This is an optimization exercise on Yosys and OpenROAD, whose aim is small area, not a production implementation. Where RTL was checked, it was by simulation tests only, not by an equivalence proof against the original. Power and IR drop assume default switching activity.

==> module pc_lane_next, before the edit <==
module pc_lane_next (
    input  [11:0] acc,       
    input         z,         
    input  [4:0]  p,
    input         pc,
    input         acc_en,    
    input  [11:0] thr_n,     
    input         hi,        
    input         lo,        
    input  [3:0]  q,
    input         f,
    input         r,
    input         r_chk,     
    input         id_upd,    
    input         upd_v,     
    input         upd_z,     
    input         keep_v,    
    input         id_clr,    
    output [11:0] acc_d,
    output [3:0]  q_d,
    output        f_d,
    output        r_d
);
    wire [11:0] a = acc & {12{~z}};
    pc_acc #(.W(12)) u_acc (.a(a), .p(p), .ci(pc), .g(acc_en), .s(acc_d));
    wire over;
    pc_gt #(.W(12)) u_gt (.a(a), .bn(thr_n), .gt(over));
    wire [15:0] fbt  = 16'h02fd;       
    wire        fb   = fbt[q];
    wire        is15 = (q == 4'b1000);
    wire        done = f & q[0];
    wire        ok   = hi & lo;
    wire        hold = keep_v & ~(id_clr & ~done);
    assign q_d[3:1] = ({3{upd_v & ok}} & q[2:0]) | ({3{hold}} & q[3:1]);
    assign q_d[0]   = (upd_v & (f | (hi & (lo ? fb : ~is15)))) | (upd_z & hi) | (hold & q[0]);
    assign f_d      = (upd_v & (f | (ok & is15))) | (hold & f);
    assign r_d      = r_chk ? (r & ~over) : ((upd_v & done) | (~id_upd & r));
endmodule
==> module pattern_comparator, before the edit <==
module pattern_comparator #(
    parameter WIDTH = 32
)(
    input i_clk,
    input i_rst_n,
    input i_Type_comp,
    input [1:0] i_state,
    input i_enable_buffer,
    input enable_pattern_comparitor,
    input wire [WIDTH-1:0] i_local_gen_0, i_local_gen_1, i_local_gen_2, i_local_gen_3,
    input wire [WIDTH-1:0] i_local_gen_4, i_local_gen_5, i_local_gen_6, i_local_gen_7,
    input wire [WIDTH-1:0] i_local_gen_8, i_local_gen_9, i_local_gen_10, i_local_gen_11,
    input wire [WIDTH-1:0] i_local_gen_12, i_local_gen_13, i_local_gen_14, i_local_gen_15,
    input wire [WIDTH-1:0] i_Data_by_0, i_Data_by_1, i_Data_by_2, i_Data_by_3,
    input wire [WIDTH-1:0] i_Data_by_4, i_Data_by_5, i_Data_by_6, i_Data_by_7,
    input wire [WIDTH-1:0] i_Data_by_8, i_Data_by_9, i_Data_by_10, i_Data_by_11,
    input wire [WIDTH-1:0] i_Data_by_12, i_Data_by_13, i_Data_by_14, i_Data_by_15,
    input [11:0] i_Max_error_Threshold_per_lane,
    input [15:0] i_Max_error_Threshold_aggregate,
    output reg [15:0] o_per_lane_error,
    output wire o_error_done
);
    wire en = enable_pattern_comparitor;
    wire [31:0] x [0:15];
    assign x[0] = i_Data_by_0 ^ i_local_gen_0;
    assign x[1] = i_Data_by_1 ^ i_local_gen_1;
    assign x[2] = i_Data_by_2 ^ i_local_gen_2;
    assign x[3] = i_Data_by_3 ^ i_local_gen_3;
    assign x[4] = i_Data_by_4 ^ i_local_gen_4;
    assign x[5] = i_Data_by_5 ^ i_local_gen_5;
    assign x[6] = i_Data_by_6 ^ i_local_gen_6;
    assign x[7] = i_Data_by_7 ^ i_local_gen_7;
    assign x[8] = i_Data_by_8 ^ i_local_gen_8;
    assign x[9] = i_Data_by_9 ^ i_local_gen_9;
    assign x[10] = i_Data_by_10 ^ i_local_gen_10;
    assign x[11] = i_Data_by_11 ^ i_local_gen_11;
    assign x[12] = i_Data_by_12 ^ i_local_gen_12;
    assign x[13] = i_Data_by_13 ^ i_local_gen_13;
    assign x[14] = i_Data_by_14 ^ i_local_gen_14;
    assign x[15] = i_Data_by_15 ^ i_local_gen_15;
    wire [31:0] rest = x[1] | x[2] | x[3] | x[4] | x[5] | x[6] | x[7] | x[8] | x[9] | x[10] | x[11] | x[12] | x[13] | x[14] | x[15];
    wire [31:0] x0m = x[0] | (rest & {32{~i_Type_comp & ~i_state[0]}});
    wire acc_en  = en & i_Type_comp;
    wire acc_clr = (i_state == 2'b01);
    wire r_set   = en & (i_state == 2'b01);
    wire r_chk   = en & ~i_state[0] & i_Type_comp;
    wire id_upd  = en & (i_state == 2'b11) & i_enable_buffer;
    wire id_clr  = en & ~i_state[1];
    wire e_add   = en & ~i_state[0] & ~i_Type_comp;
    wire [11:0] thr_n = ~i_Max_error_Threshold_per_lane;
    reg acc_z, cnt_z, rst_z;
    always @(posedge i_clk or negedge i_rst_n) begin
        if (!i_rst_n) begin
            acc_z <= 1'b1;
            cnt_z <= 1'b1;
            rst_z <= 1'b1;
        end else begin
            acc_z <= acc_clr;
            cnt_z <= r_set;
            rst_z <= 1'b0;
        end
    end
    wire upd_v  = id_upd & ~rst_z;
    wire upd_z  = id_upd & rst_z;
    wire keep_v = ~id_upd & ~rst_z;
    reg  [11:0] acc [0:15];
    reg  [3:0]  idq [0:15];
    reg  [15:0] idf;
    reg  [15:0] r_q;
    wire [15:0] r = r_q | {16{cnt_z}};
    wire [11:0] acc_d [0:15];
    wire [3:0]  idq_d [0:15];
    wire [15:0] idf_d;
    wire [15:0] r_d;
    wire [4:0]  pcnt  [0:15];
    wire [15:0] zlo, zhi, hi, lo;
    assign hi = zhi;
    assign lo = zlo;
    genvar n;
    generate
        for (n = 0; n < 16; n = n + 1) begin : g_lane
            wire [31:0] xp = (n == 0) ? x0m : x[n];
            pc_pop32 u_pop (.x(xp), .y(pcnt[n]), .zlo(zlo[n]), .zhi(zhi[n]));
            pc_lane_next u_next (
                .acc(acc[n]), .z(acc_z), .p(pcnt[n]), .pc(xp[31]),
                .acc_en(acc_en), .thr_n(thr_n),
                .hi(hi[n]), .lo(lo[n]), .q(idq[n]), .f(idf[n]), .r(r[n]),
                .r_chk(r_chk), .id_upd(id_upd), .upd_v(upd_v), .upd_z(upd_z), .keep_v(keep_v),
                .id_clr(id_clr),
                .acc_d(acc_d[n]), .q_d(idq_d[n]), .f_d(idf_d[n]), .r_d(r_d[n])
            );
            always @(posedge i_clk) begin
                acc[n] <= acc_d[n];
                r_q[n] <= r_d[n];
                idq[n] <= idq_d[n];
                idf[n] <= idf_d[n];
            end
        end
    endgenerate
    reg  [15:0] err_q;
    wire [15:0] err_cnt = err_q & {16{~cnt_z}};
    wire [15:0] err_d;
    pc_acc #(.W(16)) u_eacc (.a(err_cnt), .p(pcnt[0]), .ci(x0m[31]), .g(e_add), .s(err_d));
    always @(posedge i_clk)
        err_q <= err_d;
    wire err_over;
    pc_gt #(.W(16)) u_egt (.a(err_cnt), .bn(~i_Max_error_Threshold_aggregate), .gt(err_over));
    assign o_error_done = ~(en & err_over);
    reg enbuf_q;
    always @(posedge i_clk)
        enbuf_q <= i_enable_buffer;
    always @(posedge i_clk or negedge i_rst_n) begin
        if (!i_rst_n)
            o_per_lane_error <= 16'd0;
        else if (~i_enable_buffer & enbuf_q & ~rst_z & i_state[1])
            o_per_lane_error <= r;
    end
endmodule
export LEC_CHECK = 0
export ABC_CLOCK_PERIOD_IN_PS = 18000
export CAP_MARGIN = 20
export CORE_AREA = 3 3 477 197
export DIE_AREA = 0 0 480 200
export SLEW_MARGIN = 20
create_clock -name core_clock -period 18.0 [get_ports {i_clk}]
standard.sh (not shown) runs the stock make flow with config.mk's settings and CLKGATE_MAP_FILE= SYNTH_SCRIPT=/design/flow/synth_recipe.tcl, a recipe that flattens the netlist after the stock synthesis.
==> flow/flow/run.sh <==
#!/bin/bash
# Own layout flow: the standard ORFS flow (standard.sh) with
#  - a synthesis script derived from synth_recipe.tcl: yosys synth without its
#    internal ABC pass (so extract_fa sees the full adders as written), full
#    adders extracted before half adders, and the final ABC mapping run with
#    each of flow/abc_*.script, keeping the smallest (flow/synth_procs.tcl);
#    registers are untouched;
#  - port buffers made from the smallest buffer cell;
#  - clock tree synthesis without dummy loads, with larger sink clusters;
#  - more antenna repair iterations after detailed routing.
set -uo pipefail
W=$(pwd)
export FLOW_FLOW_DIR=$W/flow
{
  echo "source $W/flow/synth_procs.tcl"
  sed '1s/.*/proc synth {args} { yosys synth -nofsm -noshare -noabc {*}$args }/' synth_recipe.tcl
} > my_synth.tcl
sed "s#SYNTH_SCRIPT=[^ ]*#SYNTH_SCRIPT=$W/my_synth.tcl#" standard.sh > my_standard.sh
export BUFFER_PORTS_ARGS="-buffer_cell sky130_fd_sc_hd__buf_1"
export CTS_ARGS="-sink_clustering_enable -repair_clock_nets -dont_use_dummy_load -sink_clustering_size 20 -sink_clustering_max_diameter 60 -buf_list {sky130_fd_sc_hd__clkbuf_16}"
export MAX_REPAIR_ANTENNAS_ITER_DRT=10
bash my_standard.sh finish > make_finish.log 2>&1
Other scripts of this flow, unchanged in this note and not shown: flow/flow/abc_1.script, flow/flow/abc_2.script, flow/flow/abc_3.script, flow/flow/abc_4.script, flow/flow/synth_procs.tcl
The starting point ran to the end with no violations.
==> next run, changes <==
--- a/flow/design.v
+++ b/flow/design.v
@@ -75,11 +75,8 @@
     input         f,
     input         r,
     input         r_chk,     
     input         id_upd,    
-    input         upd_v,     
-    input         upd_z,     
-    input         keep_v,    
     input         id_clr,    
     output [11:0] acc_d,
     output [3:0]  q_d,
     output        f_d,
@@ -93,13 +90,13 @@
     wire        fb   = fbt[q];
     wire        is15 = (q == 4'b1000);
     wire        done = f & q[0];
     wire        ok   = hi & lo;
-    wire        hold = keep_v & ~(id_clr & ~done);
-    assign q_d[3:1] = ({3{upd_v & ok}} & q[2:0]) | ({3{hold}} & q[3:1]);
-    assign q_d[0]   = (upd_v & (f | (hi & (lo ? fb : ~is15)))) | (upd_z & hi) | (hold & q[0]);
-    assign f_d      = (upd_v & (f | (ok & is15))) | (hold & f);
-    assign r_d      = r_chk ? (r & ~over) : ((upd_v & done) | (~id_upd & r));
+    wire        hold = ~id_upd & ~(id_clr & ~done);
+    assign q_d[3:1] = ({3{id_upd & ok}} & q[2:0]) | ({3{hold}} & q[3:1]);
+    assign q_d[0]   = (id_upd & (f | (hi & (lo ? fb : ~is15)))) | (hold & q[0]);
+    assign f_d      = (id_upd & (f | (ok & is15))) | (hold & f);
+    assign r_d      = r_chk ? (r & ~over) : (id_upd ? done : r);
 endmodule
 module pattern_comparator #(
     parameter WIDTH = 32
 )(
@@ -149,23 +146,18 @@
     wire id_upd  = en & (i_state == 2'b11) & i_enable_buffer;
     wire id_clr  = en & ~i_state[1];
     wire e_add   = en & ~i_state[0] & ~i_Type_comp;
     wire [11:0] thr_n = ~i_Max_error_Threshold_per_lane;
-    reg acc_z, cnt_z, rst_z;
+    reg acc_z, cnt_z;
     always @(posedge i_clk or negedge i_rst_n) begin
         if (!i_rst_n) begin
             acc_z <= 1'b1;
             cnt_z <= 1'b1;
-            rst_z <= 1'b1;
         end else begin
             acc_z <= acc_clr;
             cnt_z <= r_set;
-            rst_z <= 1'b0;
         end
     end
-    wire upd_v  = id_upd & ~rst_z;
-    wire upd_z  = id_upd & rst_z;
-    wire keep_v = ~id_upd & ~rst_z;
     reg  [11:0] acc [0:15];
     reg  [3:0]  idq [0:15];
     reg  [15:0] idf;
     reg  [15:0] r_q;
@@ -186,17 +178,23 @@
             pc_lane_next u_next (
                 .acc(acc[n]), .z(acc_z), .p(pcnt[n]), .pc(xp[31]),
                 .acc_en(acc_en), .thr_n(thr_n),
                 .hi(hi[n]), .lo(lo[n]), .q(idq[n]), .f(idf[n]), .r(r[n]),
-                .r_chk(r_chk), .id_upd(id_upd), .upd_v(upd_v), .upd_z(upd_z), .keep_v(keep_v),
-                .id_clr(id_clr),
+                .r_chk(r_chk), .id_upd(id_upd), .id_clr(id_clr),
                 .acc_d(acc_d[n]), .q_d(idq_d[n]), .f_d(idf_d[n]), .r_d(r_d[n])
             );
             always @(posedge i_clk) begin
                 acc[n] <= acc_d[n];
                 r_q[n] <= r_d[n];
-                idq[n] <= idq_d[n];
-                idf[n] <= idf_d[n];
+            end
+            always @(posedge i_clk or negedge i_rst_n) begin
+                if (!i_rst_n) begin
+                    idq[n] <= 4'd0;
+                    idf[n] <= 1'b0;
+                end else begin
+                    idq[n] <= idq_d[n];
+                    idf[n] <= idf_d[n];
+                end
             end
         end
     endgenerate
     reg  [15:0] err_q;
@@ -208,13 +206,17 @@
     wire err_over;
     pc_gt #(.W(16)) u_egt (.a(err_cnt), .bn(~i_Max_error_Threshold_aggregate), .gt(err_over));
     assign o_error_done = ~(en & err_over);
     reg enbuf_q;
-    always @(posedge i_clk)
-        enbuf_q <= i_enable_buffer;
+    always @(posedge i_clk or negedge i_rst_n) begin
+        if (!i_rst_n)
+            enbuf_q <= 1'b0;
+        else
+            enbuf_q <= i_enable_buffer;
+    end
     always @(posedge i_clk or negedge i_rst_n) begin
         if (!i_rst_n)
             o_per_lane_error <= 16'd0;
-        else if (~i_enable_buffer & enbuf_q & ~rst_z & i_state[1])
+        else if (~i_enable_buffer & enbuf_q & i_state[1])
             o_per_lane_error <= r;
     end
 endmodule
Result: Sequential cell count shrinks by 1. Design area climbs by 1.1%. Sequential power went up by 3.0%. Via count fell by 8.4%. Total power decreases by 9.8%. Routed wire length fell by 12%. Setup slack improves by 0.44 ns.
The RTL of the second run of this note was laid out without a check of its function.

what the ideal ports hide:
No port has a modelled driver above. Below, the same layouts with a new extraction and two added sets of constraints. Step 1 assumes that a clkbuf_16 drives the clock port and a buf_2 every other input. Step 2 adds t to the input delays and takes it off the output delays; t is the mean of the earliest and latest rising clock arrival at the registers after step 1. Input paths then give back, and output paths get back, about the clock's delay inside the block. a / b / c = ideal ports / drivers / drivers and shift; a / b = the first two.
run | shift t [ns] | setup slack, ns | hold slack, ns | worst setup path after step 2
the first run | 0.598 | 5.554 / 5.546 / 4.948 | 0.510 / 0.510 / 0.510 | input to register
the second run | 0.599 | 5.993 / 6.004 / 5.405 | 0.490 / 0.490 / 0.490 | input to register
After both steps setup and hold are still met in every run listed. The setup slack of the first run, which loses most, moves by -0.008 ns with the drivers and by -0.606 ns with both steps.
